What follows belongs to an exercise in optimizing a design on an open flow for a short achievable clock period and few clock cycles; a production flow would make more cautious choices. No functional check of the RTL was part of any run shown here. Power figures rest on the tool's default switching activity, not on a simulated workload.

[design/flow/config.mk]
export PLATFORM = sky130hd
export DESIGN_NAME = proc
export DESIGN_NICKNAME = proc
export VERILOG_FILES = /design/flow/design.v
export SDC_FILE = /design/flow/constraint.sdc
export NUM_CORES = 4
export LEC_CHECK = 0
export ABC_CLOCK_PERIOD_IN_PS = 2500
export CAP_MARGIN = 20
export CORE_MARGIN = 2
export CORE_UTILIZATION = 40
export SETUP_SLACK_MARGIN = 5.0
export SLEW_MARGIN = 20
export TNS_END_PERCENT = 100
[design/flow/constraint.sdc]
create_clock -name core_clock -period 8.0 [get_ports {clk}]
set_input_delay 1.6000 -clock core_clock [delete_from_list [all_inputs] [get_ports {clk}]]
set_output_delay 1.6000 -clock core_clock [all_outputs]
set_load 0.01 [all_outputs]
[design/flow/run.sh]
#!/bin/bash
# synth_recipe.tcl (not shown) runs the flow's synth.tcl, then flattens the netlist and writes it again
# the make line also repeats each setting of config.mk as NAME=value (left out here)
make -C /OpenROAD-flow-scripts/flow DESIGN_CONFIG=/design/flow/config.mk WORK_HOME=/design/flow/orfs CLKGATE_MAP_FILE= SYNTH_SCRIPT=/design/flow/synth_recipe.tcl finish
[design/flow/design.v]
module dff (q, d, clk, rst);
    output         q;
    input          d;
    input          clk;
    input          rst;
    reg            state;
    assign q = state;
    always @(posedge clk) begin
      state <= rst? 1'b0 : d;
    end
endmodule
module not1 (in1,out);
input in1;
output out;
assign out = ~in1;
endmodule
module nand2 (in1,in2,out);
input in1,in2;
output out;
assign out = ~(in1 & in2);
endmodule
module mux2_1(InA,InB,S,Out);
   input InA,InB,S;
   output Out;
   wire   a1,a2,n1;
   not1 n5(S,n1);
   nand2 n4(InA,n1,a1);
   nand2 n2(InB,S,a2);
   nand2 n3(a1,a2,Out);
endmodule
module register (q, d, clk, rst, we);
   parameter WIDTHreg = 16;
   input [WIDTHreg-1:0] d;
   input               clk, rst, we;
   output [WIDTHreg-1:0] q;
   wire [WIDTHreg-1:0]   enabledIn;
   mux2_1 mux[WIDTHreg-1:0] (.InA (q), .InB(d), .S({WIDTHreg{we}}), .Out(enabledIn));
   dff file[WIDTHreg-1:0] (.q(q), .d(enabledIn), .clk({WIDTHreg{clk}}), .rst({WIDTHreg{rst}}));
endmodule
module rf (
           read1data, read2data, err,
           clk, rst, read1regsel, read2regsel, writeregsel, writedata, write
           );
   parameter WIDTH = 16;
   input clk, rst;
   input [2:0] read1regsel;
   input [2:0] read2regsel;
   input [2:0] writeregsel;
   input [(WIDTH-1):0] writedata;
   input        write;
   output [(WIDTH-1):0] read1data;
   output [(WIDTH-1):0] read2data;
   output        err;
   wire [(WIDTH-1):0] readData0, readData1, readData2, readData3, readData4, readData5, readData6, readData7;
   wire [(WIDTH-1):0] writeData0, writeData1, writeData2, writeData3, writeData4, writeData5, writeData6, writeData7;
   reg [(WIDTH-1):0] outData1, outData2;
   assign read1data = outData1;
   assign read2data = outData2; 
   register my_regs0 (.d(writeData0), .q(readData0), .clk(clk), .rst(rst), .we(1'b1));
   register my_regs1 (.d(writeData1), .q(readData1), .clk(clk), .rst(rst), .we(1'b1));
   register my_regs2 (.d(writeData2), .q(readData2), .clk(clk), .rst(rst), .we(1'b1));
   register my_regs3 (.d(writeData3), .q(readData3), .clk(clk), .rst(rst), .we(1'b1));
   register my_regs4 (.d(writeData4), .q(readData4), .clk(clk), .rst(rst), .we(1'b1));
   register my_regs5 (.d(writeData5), .q(readData5), .clk(clk), .rst(rst), .we(1'b1));
   register my_regs6 (.d(writeData6), .q(readData6), .clk(clk), .rst(rst), .we(1'b1));
   register my_regs7 (.d(writeData7), .q(readData7), .clk(clk), .rst(rst), .we(1'b1));
   assign writeData0 = (write & (writeregsel == 3'b000)) ? writedata : readData0;
   assign writeData1 = (write & (writeregsel == 3'b001)) ? writedata : readData1;
   assign writeData2 = (write & (writeregsel == 3'b010)) ? writedata : readData2;
   assign writeData3 = (write & (writeregsel == 3'b011)) ? writedata : readData3;
   assign writeData4 = (write & (writeregsel == 3'b100)) ? writedata : readData4;
   assign writeData5 = (write & (writeregsel == 3'b101)) ? writedata : readData5;
   assign writeData6 = (write & (writeregsel == 3'b110)) ? writedata : readData6;
   assign writeData7 = (write & (writeregsel == 3'b111)) ? writedata : readData7; 
   always @ (read1regsel, readData0, readData1, readData2, readData3, readData4, readData5,
             readData6, readData7) begin
     case (read1regsel)
       3'b000: outData1 = readData0;
       3'b001: outData1 = readData1; 
       3'b010: outData1 = readData2;  	   
       3'b011: outData1 = readData3; 
       3'b100: outData1 = readData4;  
       3'b101: outData1 = readData5;
       3'b110: outData1 = readData6;
       3'b111: outData1 = readData7;
     endcase  
   end
   always @ (read2regsel, readData0, readData1, readData2, readData3, readData4, readData5,
             readData6, readData7) begin
     case (read2regsel)
       3'b000: outData2 = readData0;
       3'b001: outData2 = readData1; 
       3'b010: outData2 = readData2;  	   
       3'b011: outData2 = readData3; 
       3'b100: outData2 = readData4;  
       3'b101: outData2 = readData5;
       3'b110: outData2 = readData6;
       3'b111: outData2 = readData7;
     endcase  
   end
endmodule
module add1(
            A,
            B,
            CI,
            Sum,
            P,
            G
            );
   input A, B, CI;
   output Sum, G, P;
   assign Sum = A ^ B ^ CI;
   assign G   = A & B;
   assign P   = A | B;
endmodule  
module cla_logic(
                 CI,
                 P,
                 G,
                 C,
                 Ggroup,
                 Pgroup);
   input CI;
   input [3:0] P, G;
   output [4:1] C;
   output       Ggroup, Pgroup;
   assign C[1] = G[0] | P[0] & CI;
   assign C[2] = G[1] | P[1] & C[1];
   assign C[3] = G[2] | P[2] & C[2];
   assign C[4] = G[3] | P[3] & C[3];
   assign Ggroup = G[3] | P[3]&G[2] | P[3]&P[2]&G[1] | P[3]&P[2]&P[1]&G[0];
   assign Pgroup = P[3]&P[2]&P[1]&P[0];
endmodule  
module add4(
            A,                   
            B,                   
            CI,                  
            Sum,                 
            CO,                  
            Pgroup,              
            Ggroup               
            );
   input [3:0] A, B;
   input       CI;
   output [3:0] Sum;
   output       CO, Ggroup, Pgroup;
   wire [3:0]   G, P;
   wire [4:1]   C;
   add1 a0(A[0], B[0],   CI, Sum[0], P[0], G[0]);
   add1 a1(A[1], B[1], C[1], Sum[1], P[1], G[1]);
   add1 a2(A[2], B[2], C[2], Sum[2], P[2], G[2]);
   add1 a3(A[3], B[3], C[3], Sum[3], P[3], G[3]);   
   cla_logic clo (CI, P, G, C, Ggroup, Pgroup);
   assign CO = C[4];
endmodule  
module add16(
            A,                   
            B,                   
            CI,                  
            Sum,                 
            CO,                  
            Ggroup,              
            Pgroup               
            );
   input [15:0] A, B;
   input       CI;
   output [15:0] Sum;
   output       CO, Ggroup, Pgroup;
   wire [3:0]   G, P;
   wire [4:1]   C;
   wire [3:0]   COX;              
   add4 a0 (A[3:0],   B[3:0],     CI, Sum[3:0],   COX[0], P[0], G[0]);
   add4 a1 (A[7:4],   B[7:4],   C[1], Sum[7:4],   COX[1], P[1], G[1]);
   add4 a2 (A[11:8],  B[11:8],  C[2], Sum[11:8],  COX[2], P[2], G[2]);
   add4 a3 (A[15:12], B[15:12], C[3], Sum[15:12], COX[3], P[3], G[3]);   
   cla_logic clo (CI, P, G, C, Ggroup, Pgroup);
   assign CO = C[4];
endmodule  
module mux16_2_1(
                 in1,            
                 in2,            
                 s,              
                 out             
                 );
   input [15:0] in1, in2;
   input        s;
   output [15:0] out;
   assign out = s ? in2 : in1;
endmodule  
module shift1(
              in,                
              op,                
              out
              );
   input [15:0] in;
   input [1:0]  op;
   output reg [15:0] out;
   parameter OP_ROL = 0;             
   parameter OP_SLL = 1;             
   parameter OP_ROR = 2;             
   parameter OP_ASR = 3;             
   always @(*) begin
      case (op)
        OP_ROL: begin
           out[15:1] = in[14:0];
           out[0]    = in[15];
        end
        OP_SLL: begin
           out[15:1] = in[14:0];
           out[0]    = 0;
        end
        OP_ROR: begin
           out[14:0] = in[15:1];
           out[15]   = in[0];
        end
        OP_ASR: begin
           out[14:0] = in[15:1];
           out[15]   = in[15];
        end        
      endcase  
   end
endmodule  
module shift2(
              in,                
              op,                
              out
              );
   input [15:0] in;
   input [1:0]  op;
   output reg [15:0] out;
   parameter OP_ROL = 0;             
   parameter OP_SLL = 1;             
   parameter OP_ROR = 2;             
   parameter OP_ASR = 3;             
   always @(*) begin
      case (op)
        OP_ROL: begin
           out[15:2] = in[13:0];
           out[1:0]  = in[15:14];
        end
        OP_SLL: begin
           out[15:2] = in[13:0];
           out[1:0]  = 0;
        end
        OP_ROR: begin
           out[13:0]  = in[15:2];
           out[15:14] = in[1:0];
        end
        OP_ASR: begin
           out[13:0] = in[15:2];
           out[15]   = in[15];
           out[14]   = in[15];
        end        
      endcase  
   end
endmodule  
module shift4(
              in,                
              op,                
              out
              );
   input [15:0] in;
   input [1:0]  op;
   output reg [15:0] out;
   parameter OP_ROL = 0;             
   parameter OP_SLL = 1;             
   parameter OP_ROR = 2;             
   parameter OP_ASR = 3;             
   always @(*) begin
      case (op)
        OP_ROL: begin
           out[15:4] = in[11:0];
           out[3:0]  = in[15:12];
        end
        OP_SLL: begin
           out[15:4] = in[11:0];
           out[3:0]  = 0;
        end
        OP_ROR: begin
           out[11:0]  = in[15:4];
           out[15:12] = in[3:0];
        end
        OP_ASR: begin
           out[11:0] = in[15:4];
           out[15]   = in[15];
           out[14]   = in[15];
           out[13]   = in[15];
           out[12]   = in[15];
        end        
      endcase  
   end
endmodule  
module shift8(
              in,                
              op,                
              out
              );
   input [15:0] in;
   input [1:0]  op;
   output reg [15:0] out;
   parameter OP_ROL = 0;             
   parameter OP_SLL = 1;             
   parameter OP_ROR = 2;             
   parameter OP_ASR = 3;             
   always @(*) begin
      case (op)
        OP_ROL: begin
           out[15:8] = in[7:0];
           out[7:0]  = in[15:8];
        end
        OP_SLL: begin
           out[15:8] = in[7:0];
           out[7:0]  = 0;
        end
        OP_ROR: begin
           out[7:0]  = in[15:8];
           out[15:8] = in[7:0];
        end
        OP_ASR: begin
           out[7:0] = in[15:8];
           out[15]   = in[15];
           out[14]   = in[15];
           out[13]   = in[15];
           out[12]   = in[15];
           out[11]   = in[15];
           out[10]   = in[15];
           out[9]    = in[15];
           out[8]    = in[15];                                 
        end        
      endcase  
   end
endmodule  
module shift16(
               In,               
               Cnt,              
               Op,               
               Out               
               );
   input [15:0] In;
   input [3:0]  Cnt;
   input [1:0]  Op;
   output [15:0] Out;
   wire [15:0] l3, sl3,          
               l2, sl2,          
               l1, sl1,          
               l0, sl0;          
   shift8 s8 (l3, Op, sl3);
   shift4 s4 (l2, Op, sl2);
   shift2 s2 (l1, Op, sl1);
   shift1 s1 (l0, Op, sl0);
   assign l3 = In;
   mux16_2_1 m3 (l3, sl3, Cnt[3], l2);
   mux16_2_1 m2 (l2, sl2, Cnt[2], l1);
   mux16_2_1 m1 (l1, sl1, Cnt[1], l0);
   mux16_2_1 m0 (l0, sl0, Cnt[0], Out);   
endmodule  
module btr_calc(Rs, Rd);
input[15:0] Rs;
output[15:0] Rd;
assign Rd[15] = Rs[0];
assign Rd[14] = Rs[1];
assign Rd[13] = Rs[2];
assign Rd[12] = Rs[3];
assign Rd[11] = Rs[4];
assign Rd[10] = Rs[5];
assign Rd[9] = Rs[6];
assign Rd[8] = Rs[7];
assign Rd[7] = Rs[8];
assign Rd[6] = Rs[9];
assign Rd[5] = Rs[10];
assign Rd[4] = Rs[11];
assign Rd[3] = Rs[12];
assign Rd[2] = Rs[13];
assign Rd[1] = Rs[14];
assign Rd[0] = Rs[15];
endmodule
module ALU (
            A,                   
            B,                   
            Op,                  
            sign,                
            Out,                 
            OFL,                 
            Zero                 
            );
   input [15:0] A, B;
   input [4:0]  Op;
   input        sign;
   output reg [15:0] Out;
   output            OFL, Zero;
   parameter ADD   = 0;
   parameter SUB   = 1;
   parameter OR    = 2;
   parameter AND   = 3;
   parameter ROL   = 4;
   parameter SLL   = 5;
   parameter ROR   = 6;
   parameter SRA   = 7;
   parameter ST    = 8;
   parameter LD    = 9;
   parameter STU   = 10;
   parameter BTR   = 11;
   parameter SEQ   = 12;
   parameter SLT   = 13;
   parameter SLE   = 14;
   parameter SCO   = 15;
   parameter BEQZ  = 16;
   parameter BNEZ  = 17;
   parameter BLTZ  = 18;
   parameter LBI   = 19;
   parameter SLBI  = 20;
   parameter JINST = 21;
   parameter JAL   = 22;
   parameter JR    = 23;
   parameter JALR  = 24;
   parameter RET   = 25;
   parameter SIIC  = 26;
   parameter RTI   = 27;
   parameter NOP   = 28;
   parameter HALT  = 29;
   wire signed [15:0] opA;
   wire signed [15:0] opB;
   wire [15:0]        shifter_Out;
   reg [1:0]          shifter_op;
   wire [15:0]        add_Sum;
   wire               add_CO, add_P, add_G;
   wire [15:0]        btr_rd;              
   wire               OFL_signed, OFL_unsigned;
   shift16 shifter (opA, opB[3:0], shifter_op, shifter_Out); 
   add16   adder   (.A(opA),
                    .B(opB),
                    .CI(Cin),
                    .Sum(add_Sum), 
                    .CO(add_CO), 
                    .Ggroup(add_G),
                    .Pgroup(add_P));
   btr_calc btr(.Rs(opA), .Rd(btr_rd));
   wire               sub = (Op == SUB);
   assign opA = sub ? B     : A;
   assign opB = sub ? ~A    : B;
   assign Cin = sub ? 1'b1  : 1'b0;
   assign OFL_signed = ( opA[15] &  opB[15] & ~add_Sum[15]) |   
                       (~opA[15] & ~opB[15] &  add_Sum[15]);    
   assign OFL_unsigned = add_CO;
   assign OFL = sign ? OFL_signed : OFL_unsigned;
   assign Zero = (opA == 16'h0000) ? 1'b1 : 1'b0;		 
   always @ (Op, add_Sum, add_CO, shifter_Out, opA, opB, btr_rd) begin
      shifter_op = 2'b00;
      case (Op)
        ADD   : Out = add_Sum;
        SUB   : Out = add_Sum;
        ROR   : begin
	   shifter_op = 2'b10;
	   Out = shifter_Out;
	end	
        SRA   : begin
	   shifter_op = 2'b11;
	   Out = shifter_Out;
	end
	ROL   : begin
	   shifter_op = 2'b00;
	   Out = shifter_Out;
	end
	SLL   : begin
	   shifter_op = 2'b01;
	   Out = shifter_Out;
	end
	OR    : Out = opA | opB;
        AND   : Out = opA & opB;
	LD    : Out = add_Sum;
	ST    : Out = add_Sum; 
	STU   : Out = add_Sum;
	BTR   : Out = btr_rd;
	SEQ   : Out = (opA == opB) ? 16'h0001 : 16'h0000;
	SLT   : Out = opA < opB;
	SLE   : Out = opA <= opB;
	BLTZ  : Out = (opA[15]) ? 16'hFFFF : 16'h0000;	 
	SCO   : Out = add_CO;
	LBI   : Out = opB;
	SLBI  : Out = {opA[7:0], 8'b0} | opB;
	JR    : Out = add_Sum;
	JALR  : Out = add_Sum;
	RET   : Out = opB;		 
	SIIC  : Out = 16'b0; 	 
        RTI   : Out = 16'b0;		 
	NOP   : Out = 16'b0;		 
	HALT  : Out = 16'b0;		 
        default:
          Out = 16'hbada;
      endcase
   end
endmodule  
module alu_op_decode (instr, alu_op);
input [15:0] instr;
output [4:0] alu_op;
parameter ADD   = 0;
parameter SUB   = 1;
parameter OR    = 2;
parameter AND   = 3;
parameter ROL   = 4;
parameter SLL   = 5;
parameter ROR   = 6;
parameter SRA   = 7;
parameter ST    = 8;
parameter LD    = 9;
parameter STU   = 10;
parameter BTR   = 11;
parameter SEQ   = 12;
parameter SLT   = 13;
parameter SLE   = 14;
parameter SCO   = 15;
parameter BEQZ  = 16;
parameter BNEZ  = 17;
parameter BLTZ  = 18;
parameter LBI   = 19;
parameter SLBI  = 20;
parameter JINST = 21;
parameter JAL   = 22;
parameter JR    = 23;
parameter JALR  = 24;
parameter RET   = 25;
parameter SIIC  = 26;
parameter RTI   = 27;
parameter NOP   = 28;
parameter HALT  = 29;
reg [4:0] op;
wire [6:0] instr_op;
assign instr_op = {instr[15:11], instr[1:0]};
assign alu_op = op;
always @ (*) begin
	casex (instr_op)
	7'b1101100 : op = ADD;
	7'b1101101 : op = SUB;
	7'b1101110 : op = OR;
	7'b1101111 : op = AND;
	7'b1101000 : op = ROL;
	7'b1101001 : op = SLL;
	7'b1101010 : op = ROR;
	7'b1101011 : op = SRA;
	7'b00000xx : op = HALT;
	7'b00001xx : op = NOP;
	7'b01000xx : op = ADD;
	7'b01001xx : op = SUB;
	7'b01010xx : op = OR;
	7'b01011xx : op = AND;
	7'b10100xx : op = ROL;
	7'b10101xx : op = SLL;
	7'b10110xx : op = ROR;
	7'b10111xx : op = SRA;
	7'b10000xx : op = ST;
	7'b10001xx : op = LD;
	7'b10011xx : op = STU;
	7'b11001xx : op = BTR;
	7'b11100xx : op = SEQ;
	7'b11101xx : op = SLT;
	7'b11110xx : op = SLE;
	7'b11111xx : op = SCO;
	7'b01100xx : op = BEQZ;
	7'b01101xx : op = BNEZ;
	7'b01111xx : op = BLTZ;
	7'b11000xx : op = LBI;
	7'b10010xx : op = SLBI;
	7'b00100xx : op = JINST;
	7'b00101xx : op = JR;
	7'b00110xx : op = JAL;
	7'b00111xx : op = JALR;
	7'b01110xx : op = RET;
	7'b00010xx : op = SIIC;
	7'b00011xx : op = RTI;
	default	  : op = 5'b11111;
	endcase
end
endmodule
module alu_operand_decode (instr, rsVal, rtVal, opA, opB);
   input [15:0] instr;
   input [15:0] rsVal;
   input [15:0] rtVal;
   output [15:0] opA;
   output [15:0] opB;
   reg [15:0]    opBVal;
   wire [6:0]    op;
   assign opA = rsVal;
   assign opB = opBVal;
   assign op = {instr[15:11], instr[1:0]};
   always @ (*) begin
      casex (op)
	7'b1101100 :  
	  opBVal = rtVal;
	7'b1101101 :  
	  opBVal = rtVal;
	7'b1101110 :  
	  opBVal = rtVal;
	7'b1101111 :  
	  opBVal = rtVal;
	7'b1101000 :  
	  opBVal = rtVal;
	7'b1101001 :  
	  opBVal = rtVal;
	7'b1101010 :  
	  opBVal = rtVal;
	7'b1101011 :  
	  opBVal = rtVal;
	7'b00000xx :  
	  opBVal = 16'b0;	 
	7'b00001xx :  
	  opBVal = 16'b0;	 
	7'b01000xx :  
	  opBVal = {{11{instr[4]}}, instr[4:0]};  
	7'b01001xx :  
	  opBVal = {{11{instr[4]}}, instr[4:0]};  
	7'b01010xx :  
	  opBVal = {11'b0, instr[4:0]};		 
	7'b01011xx :  
	  opBVal = {11'b0, instr[4:0]};		 
	7'b10100xx :  
	  opBVal = {11'b0, instr[4:0]};		 
	7'b10101xx :  
	  opBVal = {11'b0, instr[4:0]};		 
	7'b10110xx :  
	  opBVal = {11'b0, instr[4:0]};		 
	7'b10111xx :  
	  opBVal = {11'b0, instr[4:0]};		 
	7'b10000xx :  
	  opBVal = {{11{instr[4]}}, instr[4:0]};  
	7'b10001xx :  
	  opBVal = {{11{instr[4]}}, instr[4:0]};  
	7'b10011xx :  
	  opBVal = {{11{instr[4]}}, instr[4:0]};  
	7'b11001xx :  
	  opBVal = 16'b1;	 
	7'b11100xx :  
	  opBVal = rtVal;
	7'b11101xx :  
	  opBVal = rtVal;
	7'b11110xx :  
	  opBVal = rtVal;
	7'b11111xx :  
	  opBVal = rtVal;
	7'b01100xx :  
	  opBVal = {{8{instr[7]}}, instr[7:0]};		 
	7'b01101xx :  
	  opBVal = {{8{instr[7]}}, instr[7:0]};		 
	7'b01111xx :  
	  opBVal = {{8{instr[7]}}, instr[7:0]};		 
	7'b11000xx :  
	  opBVal = {{8{instr[7]}}, instr[7:0]};		 
	7'b10010xx :  
	  opBVal = {8'b0, instr[7:0]};					 
	7'b00100xx :  
	  opBVal = {{5{instr[10]}}, instr[10:0]};	 
	7'b00101xx :  
	  opBVal = {{8{instr[7]}}, instr[7:0]};		 
	7'b00110xx :  
	  opBVal = {{5{instr[10]}}, instr [10:0]};  
	7'b00111xx :  
	  opBVal = {{8{instr[7]}}, instr[7:0]};		 
	7'b01110xx :  
	  opBVal = rtVal;
	7'b00010xx :  
	  opBVal = 16'b0;   
	7'b00011xx :  
	  opBVal = 16'b0;   
	default	  : opBVal = 16'b1;	
      endcase
   end
endmodule
module alu_destination_decode (instr, rd, we_reg);
   input [15:0] instr;
   output reg [2:0] rd;
   output reg       we_reg;
   wire [2:0]       rd_imm, rd_reg, rd_ld_imm;
   assign rd_imm = instr[7:5];
   assign rd_reg = instr[4:2];
   assign rd_ld_imm = instr[10:8];
   wire [6:0]       op;
   assign op = {instr[15:11], instr[1:0]};
   always @ (*) begin
      casex (op)
	7'b1101100 : begin  
	   rd = rd_reg;
	   we_reg = 1'b1;
	end
	7'b1101101 : begin  
	   rd = rd_reg;
	   we_reg = 1'b1;
	end
	7'b1101110 : begin  
	   rd = rd_reg;
	   we_reg = 1'b1;
	end
	7'b1101111 : begin 
	   rd = rd_reg;
	   we_reg = 1'b1;
	end
	7'b1101000 : begin  
	   rd = rd_reg;
	   we_reg = 1'b1;
	end
	7'b1101001 : begin  
	   rd = rd_reg;
	   we_reg = 1'b1;
        end
	7'b1101010 : begin  
	   rd = rd_reg;
	   we_reg = 1'b1;
	end
	7'b1101011 : begin 
	   rd = rd_reg;
	   we_reg = 1'b1;
        end
	7'b11100xx : begin  
	   rd = rd_reg;
	   we_reg = 1'b1;
        end
	7'b11101xx : begin 
	   rd = rd_reg;
	   we_reg = 1'b1;
        end
	7'b11110xx : begin 
	   rd = rd_reg;
           we_reg = 1'b1;
	end
	7'b11111xx : begin  
	   rd = rd_reg;
	   we_reg = 1'b1;
        end
	7'b11001xx : begin  
	   rd = rd_reg;
           we_reg = 1'b1;
	end
	7'b01000xx : begin  
	   rd = rd_imm;
	   we_reg = 1'b1;
        end
	7'b01001xx : begin 
	   rd = rd_imm;
           we_reg = 1'b1;
        end
	7'b01010xx : begin 
	   rd = rd_imm;
	   we_reg = 1'b1;
        end
	7'b01011xx : begin  
	   rd = rd_imm;
           we_reg = 1'b1;
        end
	7'b10100xx : begin  
	   rd = rd_imm;
           we_reg = 1'b1;
        end
	7'b10101xx : begin  
	   rd = rd_imm;
           we_reg = 1'b1;
        end
	7'b10110xx : begin  
	   rd = rd_imm;
           we_reg = 1'b1;
	end
	7'b10111xx : begin  
	   rd = rd_imm;
 	   we_reg = 1'b1;
        end
	7'b10001xx : begin  
	   rd = rd_imm;
	   we_reg = 1'b1;
        end
	7'b11000xx : begin  
	   rd = rd_ld_imm;
	   we_reg = 1'b1;
	end
	7'b10010xx : begin 
	   rd = rd_ld_imm;
	   we_reg = 1'b1;
	end
	7'b00110xx : begin  
	   rd = 3'd7;
	   we_reg = 1'b1;
	end
	7'b00111xx : begin  
	   rd = 3'd7;
	   we_reg = 1'b1;
	end
  	7'b10011xx : begin  
	   rd = rd_ld_imm;
	   we_reg = 1'b1;
	end
	7'b10000xx : begin  
           rd = 3'd0;
           we_reg = 1'b0;
        end
	7'b01100xx : begin  
           rd = 3'd0;
	   we_reg = 1'b0;
        end
	7'b01101xx : begin  
           rd = 3'd0;
	   we_reg = 1'b0;
        end
	7'b01111xx : begin  
           rd = 3'd0;
	   we_reg = 1'b0;
        end
	7'b00100xx : begin  
           rd = 3'd0;
	   we_reg = 1'b0;
        end
	7'b00101xx : begin  
           rd = 3'd0;
	   we_reg = 1'b0;
        end
	7'b01110xx : begin  
           rd = 3'd0;
	   we_reg = 1'b0;
        end
	7'b00010xx : begin  
           rd = 3'd0;
	   we_reg = 1'b0;
        end
	7'b00011xx : begin  
           rd = 3'd0;
	   we_reg = 1'b0;
        end
	7'b00000xx : begin  
           rd = 3'd0;
	   we_reg = 1'b0;
        end
	7'b00001xx : begin  
           rd = 3'd0;
	   we_reg = 1'b0;
        end
	default	  : begin
           rd = 3'd0;
           we_reg = 1'b0;
        end
      endcase
   end
endmodule
module branch_logic (op, zero, top_alu, bt);
   input [4:0] op;
   input       zero;
   input       top_alu;
   output reg  bt;
   parameter BEQZ = 5'b01100;
   parameter BNEZ = 5'b01101;
   parameter BLTZ = 5'b01111;
   parameter JUMP = 5'b00100;
   parameter JR   = 5'b00101;
   parameter JAL  = 5'b00110;
   parameter JALR = 5'b00111;
   parameter RET  = 5'b01110;
   always@(*) begin
      case (op)
	BEQZ : bt = (zero == 1'b1) ? 1'b1 : 1'b0;
	BNEZ : bt = (zero == 1'b1) ? 1'b0 : 1'b1;
	BLTZ : bt = (zero == 1'b0 && top_alu == 1'b1) ? 1'b1 : 1'b0;
        JUMP : bt = 1;
        JR   : bt = 1;
        JAL  : bt = 1;
        JALR : bt = 1;
        RET  : bt = 1;
        default : bt = 0;
      endcase
   end
endmodule
module brj_addr_calc (instr, next_pc, dest_addr);
   input [15:0] instr;
   input [15:0] next_pc;
   output [15:0] dest_addr;
   wire [4:0]    op;
   wire          co, G, P;
   reg [15:0]    sextVal;
   assign op = instr[15:11];
   add16 add (.A(sextVal), .B(next_pc), .CI(1'b0), .Sum(dest_addr), .CO(co), .Ggroup(G), .Pgroup (P));
   always @ (*) begin
      case (op)
	5'b01100 : begin   
	   sextVal = {{8{instr[7]}}, instr[7:0]};		
	end
	5'b01101 : begin   
	   sextVal = {{8{instr[7]}}, instr[7:0]}; 
	end
	5'b01111 : begin	 
	   sextVal = {{8{instr[7]}}, instr[7:0]};
	end
	5'b00100 : begin	 
	   sextVal = {{5{instr[10]}}, instr[10:0]};
	end
	5'b00110 : begin   
	   sextVal = {{5{instr[10]}}, instr[10:0]};
	end
	default :  begin
	   sextVal = 16'b0;
	end			
      endcase
   end
endmodule
module next_pc_addr (instr, pc_inc, alu_out, brj_dest, bt, stall, next_pc, pc);
   input [15:0] instr;
   input [15:0] pc_inc;
   input [15:0] pc;
   input [15:0] alu_out;
   input [15:0] brj_dest;
   input        bt;
   input        stall;
   output [15:0] next_pc;
   wire [4:0]        op;
   reg [15:0] br_pc;
   assign op = instr[15:11];
   assign next_pc = (stall & ~bt) ? pc : br_pc; 
   always @ (*) begin
         case (op)
	   5'b01100 : begin	 
	      br_pc = (bt == 1'b1) ? brj_dest : pc_inc;
	   end
	   5'b01101 : begin   
	      br_pc = (bt == 1'b1) ? brj_dest : pc_inc;
	   end
	   5'b01111 : begin   
	      br_pc = (bt == 1'b1) ? brj_dest : pc_inc;
	   end
	   5'b00100 : begin   
	      br_pc = brj_dest;	
	   end
	   5'b00101 : begin   
	      br_pc = alu_out;
	   end
	   5'b00110 : begin   
	      br_pc = brj_dest;
	   end
	   5'b00111 : begin   
	      br_pc = alu_out;
	   end
	   5'b01110 : begin   
	      br_pc = alu_out;
	   end
	   5'b00011 : begin   
	      br_pc = alu_out;
	   end
	   default : begin
	      br_pc = pc_inc;
	   end
         endcase  
   end
endmodule
module mem_decode_logic (instr, e_mem, wr_mem, halt);
   input [15:0] instr;
   output reg   halt;		 
   output reg   e_mem;
   output reg   wr_mem;
   wire [6:0]   op;
   assign op = {instr[15:11], instr[1:0]};
   always @ (*) begin
      casex (op)
	7'b10001xx : begin  
	   wr_mem = 1'b0;
	   e_mem = 1'b1;
	   halt = 1'b0;
        end
	7'b10011xx : begin 
	   wr_mem = 1'b1;
	   e_mem = 1'b1;
	   halt = 1'b0;
	end
	7'b10000xx : begin  
	   wr_mem = 1'b1;
           e_mem = 1'b1;
	   halt = 1'b0;
	end 
	7'b00000xx : begin  
	   wr_mem = 1'b0;
	   e_mem = 1'b0;
	   halt = 1'b1;
        end      
	default	  : begin
	   e_mem = 1'b0;
	   wr_mem = 1'b0;
	   halt = 1'b0;
        end
      endcase
   end
endmodule
module dest_data_decode (instr, next_pc, alu_out, mem_out, rdata);
   input [15:0] instr;
   input [15:0] next_pc;
   input [15:0] alu_out;
   input [15:0] mem_out;
   output reg [15:0] rdata;
   wire [6:0]        op; 
   assign op = {instr[15:11], instr[1:0]};
   always @ (*) begin
      casex (op)
	7'b1101100 :  
	  rdata = alu_out;
	7'b1101101 :  
	  rdata = alu_out;
	7'b1101110 :  
	  rdata = alu_out;
	7'b1101111 :  
	  rdata = alu_out;
	7'b1101000 :  
	  rdata = alu_out;
	7'b1101001 :  
	  rdata = alu_out;
	7'b1101010 :  
	  rdata = alu_out;
	7'b1101011 :  
	  rdata = alu_out;
	7'b11100xx :  
	  rdata = alu_out;
	7'b11101xx :  
	  rdata = alu_out;
	7'b11110xx :  
	  rdata = alu_out;
	7'b11111xx :  
	  rdata = alu_out;
	7'b11001xx :  
	  rdata = alu_out;
	7'b01000xx :  
	  rdata = alu_out;
	7'b01001xx :  
	  rdata = alu_out;
	7'b01010xx :  
	  rdata = alu_out;
	7'b01011xx :  
	  rdata = alu_out;
	7'b10100xx :  
	  rdata = alu_out;
	7'b10101xx :  
	  rdata = alu_out;
	7'b10110xx :  
	  rdata = alu_out;
	7'b10111xx :  
	  rdata = alu_out;
	7'b10001xx :  
	  rdata = mem_out;
	7'b11000xx :  
	  rdata = alu_out;
	7'b10010xx :  
	  rdata = alu_out;
	7'b00110xx :  
	  rdata = next_pc;
	7'b00111xx :  
	  rdata = next_pc;
	7'b10011xx :  
	  rdata = alu_out;   
	default	  : rdata = 16'b0;
      endcase
   end
endmodule
module proc(
	    clk,
	    rst,
	    imem_rdata,
	    dmem_rdata,
	    imem_addr,
	    dmem_addr,
	    dmem_wdata,
	    dmem_en,
	    dmem_wr,
	    halt
	    );
   input clk;
   input rst;
   input [15:0] imem_rdata;
   input [15:0] dmem_rdata;
   output [15:0] imem_addr;
   output [15:0] dmem_addr;
   output [15:0] dmem_wdata;
   output        dmem_en;
   output        dmem_wr;
   output        halt;
   localparam OP_HALT = 5'b00000, OP_J = 5'b00100, OP_JR = 5'b00101, OP_JAL = 5'b00110,
              OP_JALR = 5'b00111, OP_BEQZ = 5'b01100, OP_BNEZ = 5'b01101, OP_RET = 5'b01110,
              OP_BLTZ = 5'b01111, OP_ST = 5'b10000, OP_LD = 5'b10001, OP_SLBI = 5'b10010,
              OP_STU = 5'b10011, OP_LBI = 5'b11000, OP_BTR = 5'b11001, OP_SHR = 5'b11010,
              OP_ALR = 5'b11011, OP_SEQ = 5'b11100, OP_SLT = 5'b11101, OP_SLE = 5'b11110,
              OP_SCO = 5'b11111;
   reg [15:0] pc;
   reg [15:0] ras;            
   reg        ras_v;
   reg        d_v;
   reg [15:0] d_ins, d_pc2, d_tgt;
   reg        d_pt;           
   reg        e_wr, e_ld, e_st, e_halt, e_jr, e_ret, e_beqz, e_bnez, e_bltz, e_pt;
   reg [2:0]  e_dst;
   reg [15:0] e_A, e_B, e_S, e_C, e_tgt;
   reg        e_inv, e_cin;
   reg        e_s_sum, e_s_or, e_s_and, e_s_sh, e_s_btr, e_s_seq, e_s_lt, e_s_sco, e_s_imm, e_s_link;
   reg        e_lbi;
   reg [1:0]  e_shop;
   reg        m_wr, m_ld, m_en, m_we, m_halt;
   reg [2:0]  m_dst;
   reg [15:0] m_res, m_S;
   reg [15:0] rf [0:7];
   wire       stall;
   wire       e_redir;
   wire [15:0] e_rtgt;
   wire [15:0] e_res;
   wire [15:0] fi = imem_rdata;
   wire [4:0]  fop = fi[15:11];
   wire [15:0] pc2 = pc + 16'd2;
   wire [15:0] t11 = pc2 + {{5{fi[10]}}, fi[10:0]};
   wire [15:0] t8  = pc2 + {{8{fi[7]}}, fi[7:0]};
   wire        f_isj   = (fop == OP_J) | (fop == OP_JAL);
   wire        f_isbr  = (fop == OP_BEQZ) | (fop == OP_BNEZ) | (fop == OP_BLTZ);
   wire        f_isret = (fop == OP_RET);
   wire        f_iscall = (fop == OP_JAL) | (fop == OP_JALR);
   wire        f_brt   = f_isbr & (fi[7] | (fop == OP_BNEZ));
   wire [15:0] f_next  = f_isj ? t11 : f_brt ? t8 : (f_isret & ras_v) ? ras : pc2;
   always @(posedge clk) begin
      if (rst)
        pc <= 16'd0;
      else if (e_redir)
        pc <= e_rtgt;
      else if (!stall)
        pc <= f_next;
   end
   always @(posedge clk) begin
      if (rst)
        ras_v <= 1'b0;
      else if (f_iscall) begin
         ras_v <= 1'b1;
         ras <= pc2;
      end
   end
   always @(posedge clk) begin
      if (rst | e_redir)
        d_v <= 1'b0;
      else if (!stall)
        d_v <= 1'b1;
      if (!stall) begin
         d_ins <= fi;
         d_pc2 <= pc2;
         d_tgt <= f_isret ? ras : t8;
         d_pt  <= f_isret ? ras_v : f_brt;
      end
   end
   assign imem_addr = pc;
   wire [4:0] dop = d_ins[15:11];
   wire [2:0] rs = d_ins[10:8];
   wire [2:0] rt = d_ins[7:5];
   wire [2:0] rd = d_ins[4:2];
   wire d_rfmt = (dop == OP_BTR) | (dop == OP_SHR) | (dop == OP_ALR) | (dop[4:2] == 3'b111);
   wire d_ifmt = (dop[4:2] == 3'b010) | (dop[4:2] == 3'b101) | (dop == OP_LD);
   wire d_sfmt = (dop == OP_LBI) | (dop == OP_SLBI) | (dop == OP_STU);
   wire d_call = (dop == OP_JAL) | (dop == OP_JALR);
   wire d_wr   = d_rfmt | d_ifmt | d_sfmt | d_call;
   wire [2:0] d_dst = d_call ? 3'd7 : d_sfmt ? rs : d_ifmt ? rt : rd;
   wire d_isret = (dop == OP_RET);
   wire d_st    = (dop == OP_ST) | (dop == OP_STU);
   wire d_ld    = (dop == OP_LD);
   wire d_jr    = (dop == OP_JR) | (dop == OP_JALR);
   wire d_br    = (dop == OP_BEQZ) | (dop == OP_BNEZ) | (dop == OP_BLTZ);
   wire d_lbi   = (dop == OP_LBI);
   wire d_usea  = d_isret | d_jr | d_br | d_st | d_ld | (dop == OP_SLBI) |
                  (dop[4:2] == 3'b010) | (dop[4:2] == 3'b101) | d_rfmt;
   wire d_uset  = (dop == OP_SHR) | (dop == OP_ALR) | (dop[4:2] == 3'b111) | d_st;
   wire d_immb  = ~((dop == OP_SHR) | (dop == OP_ALR) | (dop[4:2] == 3'b111));
   wire [2:0] asel = d_isret ? 3'd7 : rs;
   assign stall = d_v & e_ld & ((d_usea & (asel == e_dst)) | (d_uset & (rt == e_dst)));
   wire [15:0] sx5 = {{11{d_ins[4]}}, d_ins[4:0]};
   wire [15:0] zx5 = {11'd0, d_ins[4:0]};
   wire [15:0] sx8 = {{8{d_ins[7]}}, d_ins[7:0]};
   wire [15:0] zx8 = {8'd0, d_ins[7:0]};
   reg  [15:0] d_imm;
   always @(*) begin
      case (dop)
        5'b01000, 5'b01001, OP_ST, OP_LD, OP_STU: d_imm = sx5;
        OP_LBI, OP_JR, OP_JALR:                   d_imm = sx8;
        OP_SLBI:                                  d_imm = zx8;
        OP_RET:                                   d_imm = 16'd0;
        default:                                  d_imm = zx5;
      endcase
   end
   wire [15:0] m_val = m_ld ? dmem_rdata : m_res;
   wire a_fe = e_wr & (e_dst == asel);
   wire a_fm = m_wr & (m_dst == asel);
   wire t_fe = e_wr & (e_dst == rt);
   wire t_fm = m_wr & (m_dst == rt);
   wire [15:0] a_val = a_fe ? e_res : a_fm ? m_val : rf[asel];
   wire [15:0] t_val = t_fe ? e_res : t_fm ? m_val : rf[rt];
   wire d_addi = (dop == 5'b01000);
   wire d_subi = (dop == 5'b01001);
   wire d_alr  = (dop == OP_ALR);
   wire d_sub  = d_subi | (d_alr & (d_ins[1:0] == 2'b01));
   wire d_cmp  = (dop == OP_SLT) | (dop == OP_SLE);
   wire d_sum  = d_addi | d_sub | (d_alr & (d_ins[1:0] == 2'b00)) | d_ld | d_st;
   wire d_or   = (dop == 5'b01010) | (d_alr & (d_ins[1:0] == 2'b10));
   wire d_and  = (dop == 5'b01011) | (d_alr & (d_ins[1:0] == 2'b11));
   wire d_sh   = (dop[4:2] == 3'b101) | (dop == OP_SHR);
   wire [1:0] d_shop = (dop == OP_SHR) ? d_ins[1:0] : dop[1:0];
   wire d_go = d_v & ~stall & ~e_redir;
   always @(posedge clk) begin
      if (rst | ~d_go) begin
         e_wr <= 1'b0; e_ld <= 1'b0; e_st <= 1'b0; e_halt <= 1'b0; e_jr <= 1'b0; e_ret <= 1'b0;
         e_beqz <= 1'b0; e_bnez <= 1'b0; e_bltz <= 1'b0;
      end else begin
         e_wr <= d_wr; e_ld <= d_ld; e_st <= d_st; e_halt <= (dop == OP_HALT);
         e_jr <= d_jr; e_ret <= d_isret;
         e_beqz <= (dop == OP_BEQZ); e_bnez <= (dop == OP_BNEZ); e_bltz <= (dop == OP_BLTZ);
      end
      e_dst <= d_dst;
      e_A <= a_val;
      e_B <= d_immb ? d_imm : t_val;
      e_S <= t_val;
      e_C <= d_pc2;
      e_tgt <= d_tgt;
      e_pt <= d_pt;
      e_inv <= d_sub | d_cmp;
      e_cin <= d_sub | (dop == OP_SLE);
      e_s_sum <= d_sum; e_s_or <= d_or; e_s_and <= d_and; e_s_sh <= d_sh;
      e_s_btr <= (dop == OP_BTR); e_s_seq <= (dop == OP_SEQ); e_s_lt <= d_cmp;
      e_s_sco <= (dop == OP_SCO); e_s_imm <= d_lbi | (dop == OP_SLBI); e_s_link <= d_call;
      e_lbi <= d_lbi;
      e_shop <= d_shop;
   end
   wire [15:0] ax = e_A ^ {16{e_inv}};
   wire [16:0] s17 = {1'b0, e_B} + {1'b0, ax} + {16'd0, e_cin};
   wire [15:0] sum = s17[15:0];
   wire        c16 = s17[16];
   wire        c15 = sum[15] ^ e_B[15] ^ ax[15];
   wire        lx = ~e_B[15];
   wire        ly = ~ax[15];
   wire        lt = (lx & ly) | ((lx ^ ly) & c15);
   wire        eq = (e_A == e_B);
   wire [3:0]  n = e_B[3:0];
   wire [31:0] rl = {e_A, e_A} << n;
   wire [31:0] rr = {e_A, e_A} >> n;
   wire [15:0] sll = e_A << n;
   wire [15:0] sra = $signed(e_A) >>> n;
   reg  [15:0] shv;
   always @(*) begin
      case (e_shop)
        2'b00: shv = rl[31:16];
        2'b01: shv = sll;
        2'b10: shv = rr[15:0];
        default: shv = sra;
      endcase
   end
   wire [15:0] btr;
   genvar gi;
   generate for (gi = 0; gi < 16; gi = gi + 1) begin : g_btr
      assign btr[gi] = e_A[15-gi];
   end endgenerate
   wire [15:0] immv = {e_lbi ? e_B[15:8] : e_A[7:0], e_B[7:0]};
   assign e_res = ({16{e_s_sum}} & sum) | ({16{e_s_or}} & (e_A | e_B)) | ({16{e_s_and}} & (e_A & e_B)) |
                  ({16{e_s_sh}} & shv) | ({16{e_s_btr}} & btr) | ({16{e_s_imm}} & immv) |
                  ({16{e_s_link}} & e_C) |
                  {15'd0, (e_s_seq & eq) | (e_s_lt & lt) | (e_s_sco & c16)};
   wire a_zero = (e_A == 16'd0);
   wire taken  = (e_beqz & a_zero) | (e_bnez & ~a_zero) | (e_bltz & e_A[15]);
   wire br_mis = (e_beqz | e_bnez | e_bltz) & (taken ^ e_pt);
   wire ret_mis = e_ret & ~(e_pt & (e_A == e_tgt));
   assign e_redir = br_mis | e_jr | ret_mis;
   assign e_rtgt = (e_jr | e_ret) ? sum : taken ? e_tgt : e_C;
   always @(posedge clk) begin
      if (rst) begin
         m_wr <= 1'b0; m_ld <= 1'b0; m_en <= 1'b0; m_we <= 1'b0; m_halt <= 1'b0;
      end else begin
         m_wr <= e_wr; m_ld <= e_ld; m_en <= e_ld | e_st; m_we <= e_st; m_halt <= e_halt;
      end
      m_dst <= e_dst;
      m_res <= e_res;
      m_S <= e_S;
   end
   always @(posedge clk) begin
      if (m_wr)
        rf[m_dst] <= m_val;
   end
   assign dmem_addr = m_res;
   assign dmem_wdata = m_S;
   assign dmem_en = m_en;
   assign dmem_wr = m_we;
   assign halt = m_halt;
endmodule
==> impl_metrics.sql, run 1 <==
INSERT INTO impl_metrics (metric_group, metric, value, unit) VALUES
('run_status', 'status', 'no timing/DRC/antenna violations', ''),
('sta', 'max_slew.worst_pin.slew', '1130', 'ps'),
('grt', 'globalRoute.totalOverflow', '0', ''),
('setup_path', 'worstRegToRegCells', '17', ''),
('grt', 'grt_usage', '0.257', ''),
('grt', 'first_global_vias', '16000', ''),
('finish', 'layout_fillers', '4447', ''),
('sta', 'totalNegativeSetupSlack', '0', 'ps'),
('cts', 'clock_path_buffers', '3', ''),
('min_path', 'worst_hold_path.endpoint', 'm_S[3]', ''),
('cts', 'cts.htree.levels', '2', ''),
('grt', 'maximum_number_of_pins_on_one_net_before_global_route_repair', '57', ''),
('sta', 'final_hold_viol_count', '0', ''),
('power_and_ir_drop', 'power.leakage', '10.3', 'nW'),
('setup_path', 'ff2ff_setup_slack', '4680', 'ps'),
('sta', 'final_max_slew_viol_count', '0', ''),
('cts', 'cts_inserted_buffers', '39', ''),
('job', 'maxCapViolations', '0', ''),
('synthesis', 'syn-cell-area', '20200', 'sq um'),
('sta', 'max_slew_margin', '0.244', ''),
('routing', 'ant_nets', '0', ''),
('setup_path', 'crit_path_start_kind', 'input port', ''),
('min_path', 'timing.hold.worst_path_depth', '0', ''),
('floorplanning', 'initial_core_util', '0.404', ''),
('power_and_ir_drop', 'peak_supply_drop', '0.190', 'mV'),
('placement', 'routabilityCongestion', '0.929', ''),
('synthesis', 'netlist_top_cells_area', 'sky130_fd_sc_hd__edfxtp_1, sky130_fd_sc_hd__dfxtp_1, sky130_fd_sc_hd__mux4_2', ''),
('setup_path', 'worst-setup-path-type', 'input port to flop', ''),
('floorplanning', 'num_rows', '82', ''),
('synthesis', 'asyncSetResetFlopFracSynth', '0', ''),
('synthesis', 'synth.net_count', '2007', ''),
('cts', 'clk_pin_slew', '70', 'ps'),
('synthesis', 'synth_seq_area_share', '0.453', ''),
('floorplanning', 'design.core.area', '50100', 'sq um'),
('grt', 'first_pass_grt_wire_length', '102', 'mm'),
('placement', 'detailedPlacementHpwl', '44.5', 'mm'),
('cts', 'numClockSinks', '362', ''),
('setup_path', 'critical_path.reg2reg.endpoint', 'pc[13]', ''),
('setup_path', 'critPathRequiredTime', '8470', 'ps'),
('cts', 'cts-root-buf', 'sky130_fd_sc_hd__clkbuf_16', ''),
('placement', 'io_buffer_count', '84', ''),
('finish', 'n_antenna_cell', '0', ''),
('sta', 'fmaxAchievable', '0.293', 'GHz'),
('cts', 'cts_hold_repair.buffers', '0', ''),
('sta', 'grt_setup_unrepaired', 'true', ''),
('finish', 'postLayoutCoreUtil', '0.517', ''),
('routing', 'dr.first_iter.drc_count', '1990', ''),
('grt', 'antenna_found_initial', '0', ''),
('synthesis', 'synth_seq_cells', '362', ''),
('routing', 'drt_drc_violations_left', '0', ''),
('cts', 'clock_insertion_delay_worst_skew', '570', 'ps'),
('routing', 'drt_pass1_iterations', '6', ''),
('sta', 'final_worst_clock_skew', '26.9', 'ps'),
('sta', 'min_cycle_time_layout', '3410', 'ps'),
('cts', 'clock_tree_from_tritoncts', 'built', ''),
('routing', 'drt-wirelength-per-cell', '25.1', 'microns'),
('finish', 'layout.nets', '2189', ''),
('synthesis', 'ys.flop_type', 'sky130_fd_sc_hd__edfxtp_1', ''),
('floorplanning', 'width_of_the_die', '229', 'microns'),
('synthesis', 'synth_largest_area_cell', 'sky130_fd_sc_hd__edfxtp_1', ''),
('sta', 'finalCritPeriodShare', '0.427', ''),
('power_and_ir_drop', 'power_density', '221', 'nW/um^2'),
('synthesis', 'ys_warn_count', '1', ''),
('routing', 'vias', '17000', ''),
('setup_path', 'critical_path_at', '3880', 'ps'),
('finish', 'post_route_cells_drive_above_1_share', '0.281', ''),
('setup_path', 'regToRegStartpoint', 'pc[4]', ''),
('min_path', 'hold_path_startpoint', 'e_S[3]', ''),
('floorplanning', 'top_level_ports', '85', ''),
('setup_path', 'endpoint_kind', 'flop', ''),
('routing', 'aggregate_routed_wire_length', '70.0', 'mm');
[placed cells by master (no fill, tap or decap), drive strengths merged, types with 9 or more instances in the layout]
| master | count |
|---|---|
| dlygate4sd2 | 54 |
| nor2 | 126 |
| a22o | 18 |
| nor4 | 13 |
| nor3 | 34 |
| a21oi | 85 |
| mux2 | 37 |
| dfxtp | 169 |
| o211ai | 56 |
| nand2 | 181 |
| mux4 | 70 |
| a211oi | 28 |
| buf | 199 |
| xnor2 | 33 |
| a22oi | 11 |
| a311oi | 17 |
| a21o | 15 |
| nand4 | 15 |
| and3 | 9 |
| o221ai | 23 |
| and2 | 9 |
| ha | 71 |
| a31oi | 17 |
| clkinv | 9 |
| nor2b | 30 |
| nand2b | 17 |
| clkbuf | 62 |
| nand3 | 22 |
| mux2i | 105 |
| inv | 75 |
| edfxtp | 193 |
| xor2 | 57 |
| o21ai | 100 |
| clkdlybuf4s50 | 19 |
[worst max-delay path by stage]
stage                     depth (start not counted)  slack [ps]     startpoint  endpoint
after global routing                             12        4460  imem_rdata[0]    pc[12]
after floorplan                                  11        4080  imem_rdata[0]    pc[12]
after CTS                                        12        4590  imem_rdata[0]    pc[14]
after detailed placement                         11        3230  imem_rdata[7]    pc[14]
after global placement                           11        3220  imem_rdata[7]    pc[14]
final                                            12        4590  imem_rdata[0]    pc[12]
[logic make-up (layout without fill, tap and decap cells)]
logic type	after synthesis	in the layout	synth area share
flip-flops	362	362	0.453
XOR/XNOR	90	90	0.0393
buffers and inverters	214	425	0.0415
AND/OR/NAND/NOR	483	483	0.110
multiplexers	212	212	0.151
AO/OA/AOI/OAI	463	464	0.158
adder cells (fa/ha/maj)	75	75	0.0473
[Yosys cell counts, types with 16 or more instances]
cell / n
sky130_fd_sc_hd__edfxtp_1: 193
sky130_fd_sc_hd__o221ai_1: 23
sky130_fd_sc_hd__a22o_1: 18
sky130_fd_sc_hd__o21ai_0: 98
sky130_fd_sc_hd__nor3_1: 34
sky130_fd_sc_hd__buf_1: 16
sky130_fd_sc_hd__a21oi_1: 85
sky130_fd_sc_hd__clkbuf_1: 103
sky130_fd_sc_hd__mux2i_1: 104
sky130_fd_sc_hd__dfxtp_1: 169
sky130_fd_sc_hd__xnor2_1: 33
sky130_fd_sc_hd__nand2b_1: 17
sky130_fd_sc_hd__nor2b_1: 30
sky130_fd_sc_hd__o211ai_1: 56
sky130_fd_sc_hd__ha_1: 71
sky130_fd_sc_hd__buf_2: 17
sky130_fd_sc_hd__mux2_2: 37
sky130_fd_sc_hd__nand3_1: 22
sky130_fd_sc_hd__mux4_2: 70
sky130_fd_sc_hd__a211oi_1: 27
sky130_fd_sc_hd__nand2_1: 181
sky130_fd_sc_hd__nor2_1: 124
sky130_fd_sc_hd__xor2_1: 56
sky130_fd_sc_hd__a311oi_1: 17
sky130_fd_sc_hd__inv_1: 70
[repair_timing]
| action | in CTS | in global routing |
|---|---|---|
| cloned | 4 | 0 |
| endpoints found under the setup margin | 221 | 89 |
| setup buffers | 90 | 61 |
| resized for setup | 296 | 120 |
| pin swaps | 82 | 75 |
[critical path: stages]
cell and delay [ps]:
sky130_fd_sc_hd__buf_8 100, sky130_fd_sc_hd__ha_4 150, sky130_fd_sc_hd__fa_2 370, sky130_fd_sc_hd__a211oi_4 260
sky130_fd_sc_hd__o21ai_2 100, sky130_fd_sc_hd__a31oi_4 180, sky130_fd_sc_hd__nand2b_4 150, sky130_fd_sc_hd__a21oi_2 60
sky130_fd_sc_hd__or4b_4 490, sky130_fd_sc_hd__a21oi_2 160, sky130_fd_sc_hd__nor4_2 60, sky130_fd_sc_hd__o31ai_1 190
[per-stage QoR]
stage | hold WS (ps) | total power, mW | instances | instance area [sq um]
floorplan | 310 | 3.07 | 1899 | 20600
global placement | 310 | 3.51 | 2557 | 21900
detailed placement | 312 | 3.53 | 2557 | 21900
CTS | 325 | 5.54 | 2722 | 24900
global route | 334 | 5.89 | 2783 | 25900
finish | 320 | 5.71 | 2783 | 25900
[final cells by class]
class,count,area (sq um),area share
inverters,74,298,0.0115
flip-flops and latches,362,9230,0.357
repair buffers,280,2620,0.101
well taps,672,841,0.0325
multi-input cells,1324,11600,0.448
clock buffers,59,1170,0.0451
clock inverters,12,121,0.00469
[registers in the layout, indices dropped and copies added (netlist names), 2 cells and up, named ones only]
| register | cells |
|---|---|
| d_ins | 16 |
| d_pc2 | 16 |
| d_tgt | 16 |
| e_A | 16 |
| e_B | 16 |
| e_C | 16 |
| e_S | 16 |
| e_dst | 3 |
| e_shop | 2 |
| e_tgt | 16 |
| m_S | 16 |
| m_dst | 3 |
| m_res | 16 |
| pc | 16 |
| ras | 16 |
| rf | 128 |
[power breakdown]
part | total, mW | leakage, nW | internal [mW] | switching (mW)
sequential | 2.27 | 3.27 | 2.14 | 0.129
clock | 1.82 | 0.628 | 1.05 | 0.762
combinational | 1.62 | 6.37 | 0.726 | 0.893
[metal layers]
metal	part of all wire	wire, microns	vias up	global-route usage
met1	0.42	29500	8337	0.365
met5	0	0	-	0
met3	0.098	6840	199	0.0500
met2	0.44	30500	977	0.385
li1	-	-	7504	-
met4	0.044	3100	0	0.105
==> run 2: changes to the inputs <==
--- a/design/flow/config.mk
+++ b/design/flow/config.mk
@@ -6,9 +6,9 @@
 export NUM_CORES = 4
 export LEC_CHECK = 0
-export ABC_CLOCK_PERIOD_IN_PS = 2500
+export ABC_CLOCK_PERIOD_IN_PS = 3000
 export CAP_MARGIN = 20
 export CORE_MARGIN = 2
 export CORE_UTILIZATION = 40
-export SETUP_SLACK_MARGIN = 5.0
+export SETUP_SLACK_MARGIN = 4.0
 export SLEW_MARGIN = 20
 export TNS_END_PERCENT = 100
==> impl_metrics.sql, run 2 <==
INSERT INTO impl_metrics (metric_group, metric, value, unit) VALUES
('run_status', 'status', 'no timing/DRC/antenna violations', ''),
('synthesis', 'synth_seq_cells', '362', ''),
('setup_path', 'crit_path_start_kind', 'flop', ''),
('setup_path', 'worstRegToRegCells', '10', ''),
('grt', 'first_pass_grt_wire_length', '99.0', 'mm'),
('routing', 'dr.first_iter.drc_count', '1904', ''),
('grt', 'maximum_number_of_pins_on_one_net_before_global_route_repair', '61', ''),
('placement', 'detailedPlacementHpwl', '45.3', 'mm'),
('setup_path', 'critPathRequiredTime', '8450', 'ps'),
('setup_path', 'crit_path_end', 'e_B[5]', ''),
('routing', 'drt_pass1_iterations', '5', ''),
('power_and_ir_drop', 'pwr-share-comb', '0.228', ''),
('sta', 'final_max_slew_viol_count', '0', ''),
('setup_path', 'crit_path_max_incr_delay', '760', 'ps'),
('setup_path', 'critical_path.reg2reg.endpoint', 'e_B[5]', ''),
('power_and_ir_drop', 'power_density', '230', 'nW/um^2'),
('sta', 'min_hold_slack', '327', 'ps'),
('sta', 'max_slew_margin', '0.231', ''),
('synthesis', 'syn-cell-area', '20200', 'sq um'),
('job', 'maxCapViolations', '0', ''),
('setup_path', 'worst-setup-path-type', 'flop to flop', ''),
('sta', 'fmaxAchievable', '0.254', 'GHz'),
('setup_path', 'critical_path.slowest_cell', 'sky130_fd_sc_hd__o31ai_1', ''),
('cts', 'clock_insertion_delay_worst_skew', '580', 'ps'),
('routing', 'ant_nets', '0', ''),
('setup_path', 'endpoint_kind', 'flop', ''),
('finish', 'largest_register_ff_count', '128', ''),
('setup_path', 'regToRegStartpoint', 'e_B[2]', ''),
('routing', 'drt-wirelength-per-cell', '25.1', 'microns'),
('floorplanning', 'initial_core_util', '0.404', ''),
('synthesis', 'yosys.cell_count.top_type', 'sky130_fd_sc_hd__edfxtp_1', ''),
('finish', 'layout_commonest_cell', 'sky130_fd_sc_hd__edfxtp_1', ''),
('floorplanning', 'num_rows', '82', ''),
('cts', 'cts_hold_repair.buffers', '0', ''),
('power_and_ir_drop', 'power.leakage', '9.01', 'nW'),
('grt', 'first_global_vias', '15400', ''),
('setup_path', 'critical_path_at', '4400', 'ps'),
('sta', 'finalCritPeriodShare', '0.493', ''),
('finish', 'n_antenna_cell', '0', ''),
('synthesis', 'dominant_combinational_cell_family_by_area_after_synthesis', 'compound AO/OA/AOI/OAI gates', ''),
('cts', 'clock_tree_from_tritoncts', 'built', ''),
('placement', 'io_buffer_count', '84', ''),
('synthesis', 'synth_largest_area_cell', 'sky130_fd_sc_hd__edfxtp_1', ''),
('sta', 'max_slew.worst_pin.slew', '1150', 'ps'),
('power_and_ir_drop', 'internal', '3.73', 'mW'),
('grt', 'grt_usage', '0.248', ''),
('sta', 'final_worst_clock_skew', '31.3', 'ps'),
('finish', 'post_route_cells_drive_above_1_share', '0.147', ''),
('synthesis', 'adder_cell_share_of_the_synthesized_area', '0.0473', '');
[run 2: cell types whose count changed in the layout (fill, tap and decap cells not counted), moves of 13 or more]
cell	change
sky130_fd_sc_hd__buf_4	-104
sky130_fd_sc_hd__clkdlybuf4s50_1	+63
sky130_fd_sc_hd__dlygate4sd2_1	-54
sky130_fd_sc_hd__buf_6	-27
sky130_fd_sc_hd__o21ai_0	+27
sky130_fd_sc_hd__dfxtp_1	+20
sky130_fd_sc_hd__a21oi_1	+18
sky130_fd_sc_hd__ha_1	+16
sky130_fd_sc_hd__buf_12	-15
sky130_fd_sc_hd__a21oi_2	-13
sky130_fd_sc_hd__o21ai_2	-13
sky130_fd_sc_hd__xor2_1	+13
[run 2: logic make-up after synthesis]
| kind of cell | after synthesis |
|---|---|
| AO/OA/AOI/OAI | 463 |
| flip-flops | 362 |
| adder cells (fa/ha/maj) | 75 |
| multiplexers | 212 |
| AND/OR/NAND/NOR | 483 |
| buffers and inverters | 214 |
| XOR/XNOR | 90 |
[run 2: worst min path at each step]
stage | end | cells after the start | slack, ps | start
global route | m_S[7] | 0 | 340 | e_S[7]
detailed placement | m_S[8] | 0 | 310 | e_S[8]
global placement | m_S[5] | 0 | 310 | e_S[5]
finish | m_S[15] | 0 | 330 | e_S[15]
floorplan | m_S[0] | 0 | 310 | e_S[0]
CTS | m_S[8] | 0 | 330 | e_S[8]
[run 2: stage by stage]
| step | worst slack (ps) | power (mW) | instance area, sq um |
|---|---|---|---|
| CTS | 4000 | 5.35 | 23200 |
| global placement | 3160 | 3.48 | 21800 |
| floorplan | 4050 | 3.04 | 20300 |
| global route | 3950 | 5.57 | 23300 |
| detailed placement | 3090 | 3.50 | 21800 |
| finish | 4060 | 5.36 | 23300 |
[run 2: per-layer routing]
metal	vias to the layer above	part of all wire	track usage
li1	7198	-	-
met1	7990	0.46	0.370
met2	804	0.43	0.368
met3	115	0.085	0.0397
met4	0	0.027	0.0735
met5	-	0	0
[run 2: repair_timing]
item,CTS,global route
setup endpoints to repair,41,21
gates resized for setup,15,30
pin swaps,5,5
setup buffers,3,2
[run 2: final cells by class]
type | instances | area (sq um) | area share
Tap cell | 672 | 841 | 0.0360
Timing Repair Buffer | 134 | 1240 | 0.0530
Clock inverter | 14 | 140 | 0.00600
Sequential cell | 362 | 9180 | 0.393
Multi-Input combinational cell | 1323 | 10500 | 0.449
Clock buffer | 60 | 1190 | 0.0511
Inverter | 74 | 282 | 0.0121
[run 2: critical path: cells and delay by family, from the launching register on]
family          cells  cell delay (ps)
simple gates        3              430
mux                 2              830
compound gates      3             1200
buf+inv             2             1000
flops               1              310
[run 2: power by group through the flow]
stage	Combinational, mW	Clock (mW)	Sequential, mW
final	1.22	1.85	2.29
after global routing	1.32	1.95	2.31
after CTS	1.19	1.87	2.29
after detailed placement	1.17	0	2.33
after global placement	1.16	0	2.32
after floorplan	0.773	0	2.26

-- separate check: timing with driven ports --
How much do the figures lean on ideal ports? The routed layouts below were timed once more, with nothing changed but the port constraints.
Step 1 assumes that a clkbuf_16 drives the clock port and a buf_2 every other input.
Step 2 also shifts input and output timing later by t, the mid clock arrival at the registers, as if the neighbouring blocks saw the same clock.
Slacks: ideal / step 1 / step 2; pairs: ideal / step 1.
run | t, ns | slack for setup (ns) | latest minus earliest clock arrival (ns) | slew at the worst register clock pin (ns) | pins driven straight from the clock port
run 1 | 0.610 | 4.586 / 4.602 / 3.992 | 0.027 / 0.028 | 0.07 / 0.07 | 1
run 2 | 0.611 | 4.057 / 4.057 / 3.535 | 0.032 / 0.033 | 0.07 / 0.07 | 1
After both steps setup and hold are still met in every run listed. The setup slack of run 1, which loses most, moves by +0.016 ns with the drivers and by -0.594 ns with both steps.
